From an optimization exercise on the open Yosys and OpenROAD flow, aimed at small area, a short achievable clock period and few clock cycles; shortcuts taken in it are not production practice.
In this exercise RTL edits were held to simulation tests only and were not proved equivalent to the original.
Power and IR drop assume default switching activity.

==> run a: inputs <==
Design SET, start of the top module:
module SET ( clk , rst, en, central, radius, mode, busy, valid, candidate );
==> flow/config.mk <==
export PLATFORM = sky130hd
export DESIGN_NAME = SET
export DESIGN_NICKNAME = SET
export VERILOG_FILES = /design/flow/design.v
export SDC_FILE = /design/flow/constraint.sdc
export NUM_CORES = 4
export LEC_CHECK = 0
export ABC_AREA = 1
export CAP_MARGIN = 20
export CORE_MARGIN = 2
export CORE_UTILIZATION = 60
export SETUP_SLACK_MARGIN = 1.5
export SLEW_MARGIN = 20
==> flow/constraint.sdc <==
create_clock -name core_clock -period 9.0 [get_ports {clk}]
set_input_delay 1.8000 -clock core_clock [delete_from_list [all_inputs] [get_ports {clk}]]
set_output_delay 1.8000 -clock core_clock [all_outputs]
set_load 0.01 [all_outputs]
standard.sh (not shown) runs the stock make flow with config.mk's settings and CLKGATE_MAP_FILE= SYNTH_SCRIPT=/design/flow/synth_recipe.tcl, a recipe that flattens the netlist after the stock synthesis.
==> flow/flow/run.sh <==
#!/bin/bash
# Layout: the standard flow (standard.sh) with one change: buffer_ports
# puts a sky130_fd_sc_hd__buf_4 on every input and output port instead of the
# slow delay-cell buffer it picks by default. Every port still gets a buffer.
set -e
export BUFFER_PORTS_ARGS="-buffer_cell sky130_fd_sc_hd__buf_4"
bash standard.sh finish > standard.log 2>&1
==> run b: changes against run a <==
- SETUP_SLACK_MARGIN: 1.5 -> unset
==> out/summary.md <==
The flow ran to the end and the layout has no timing, DRC or antenna violations. On the critical path, the stage with the largest delay is an instance of inv_1. For the timing-limited maximum frequency, the log shows 134 MHz. The worst path needs 7450 ps of the cycle, external delays included.

The relative slew slack was 0.276; the switching power share of the total was 0.594. Power comes to 0.00483 W. In the final routed layout, each cell accounts on average for 17.1 microns.
(the above is from run b)
==> out/summary.md <==
The flow ran to the end and the layout has no timing, DRC or antenna violations. Dividing the detail-routed wire length by the instance count gives 17.1 microns. The smallest clock period supported by the final layout is computed as 7300 ps. The switching power share of the total is 0.594. The master of the slowest instance on the critical path was a21oi_1. The relative slew slack is 0.326, and the share of cell area taken by flip-flops and latches is 0.0212.

The synthesized netlist occupies a cell area of 0.0242 sq mm. In the detailed route, the total length drawn on met2 is 39400 microns.
(the above is from run a)
Testbench counts of run a, summed over its fixed seeds: cycles 328.
Testbench counts of run b, summed over its fixed seeds: cycles 328.

* * *

==> violet <==
Another version of the RTL of SET (not shown whole).
Settings: LEC_CHECK=0, ABC_AREA=1, CAP_MARGIN=20, CORE_MARGIN=2, CORE_UTILIZATION=60, SETUP_SLACK_MARGIN=1.5, SLEW_MARGIN=20; clock period 9.0 ns.
Scripts as last shown in full above: flow/flow/run.sh
==> lagoon (differences from violet) <==
==> flow/run.sh (new file) <==
#!/bin/bash
# synth_recipe.tcl (not shown) runs the flow's synth.tcl, then flattens the netlist and writes it again
# the make line also repeats each setting of config.mk as NAME=value (left out here)
make -C /OpenROAD-flow-scripts/flow DESIGN_CONFIG=/design/flow/config.mk WORK_HOME=/design/flow/orfs CLKGATE_MAP_FILE= SYNTH_SCRIPT=/design/flow/synth_recipe.tcl finish
- SETUP_SLACK_MARGIN: 1.5 -> not set
removed: flow/flow/run.sh
removed: flow/standard.sh
==> notes <==
lagoon passed the timing, design-rule and antenna checks. violet finished with timing, DRC and antenna clean. In count of clock-buffer cells in the layout, lagoon and violet do not differ. Against violet, the setup slack of lagoon is lower by 700 ps. Between violet and lagoon, the lower critical path depth is in lagoon (gap 9). In sequential power, violet and lagoon hardly differ. In lagoon the fmax is smaller than in violet, by 9.1%. Utilization: violet is lower than lagoon (0.79 points). Against violet, the routed wire length of lagoon is larger by about 2%. Against lagoon, the total power of violet is lower by 2.7%. Between violet and lagoon, the lower non-clock buffer count is in violet (gap 10). Combinational power: violet is smaller than lagoon (about 3%).
Testbench counts of violet, summed over its fixed seeds: cycles 648.
Testbench counts of lagoon, summed over its fixed seeds: cycles 648.

-- re-timing with driven ports --
The results above use ideal ports. As a check the final layouts listed here were re-extracted and re-timed, cells and wires unchanged.
Step 1: set_driving_cell puts a clkbuf_16 on clk and a buf_2 on each other input, an assumption about the parent block.
Step 2 also shifts input and output timing later by t, the mid clock arrival at the registers, as if the neighbouring blocks saw the same clock.
Slacks: ideal / step 1 / step 2; pairs: ideal / step 1.
run | shift t [ns] | slack for setup (ns) | clock arrival spread, ns
run a | 0.311 | 1.698 / 1.718 / 1.407 | 0.005 / 0.006
run b | 0.308 | 1.549 / 1.570 / 1.262 | 0.004 / 0.004
violet | 0.292 | 1.999 / 2.010 / 1.718 | 0.005 / 0.004
lagoon | 0.296 | 1.295 / 1.298 / 1.002 | 0.006 / 0.007
After both steps every run listed still meets setup and hold. The setup slack of lagoon, which loses most, moves by +0.003 ns with the drivers and by -0.293 ns with both steps.
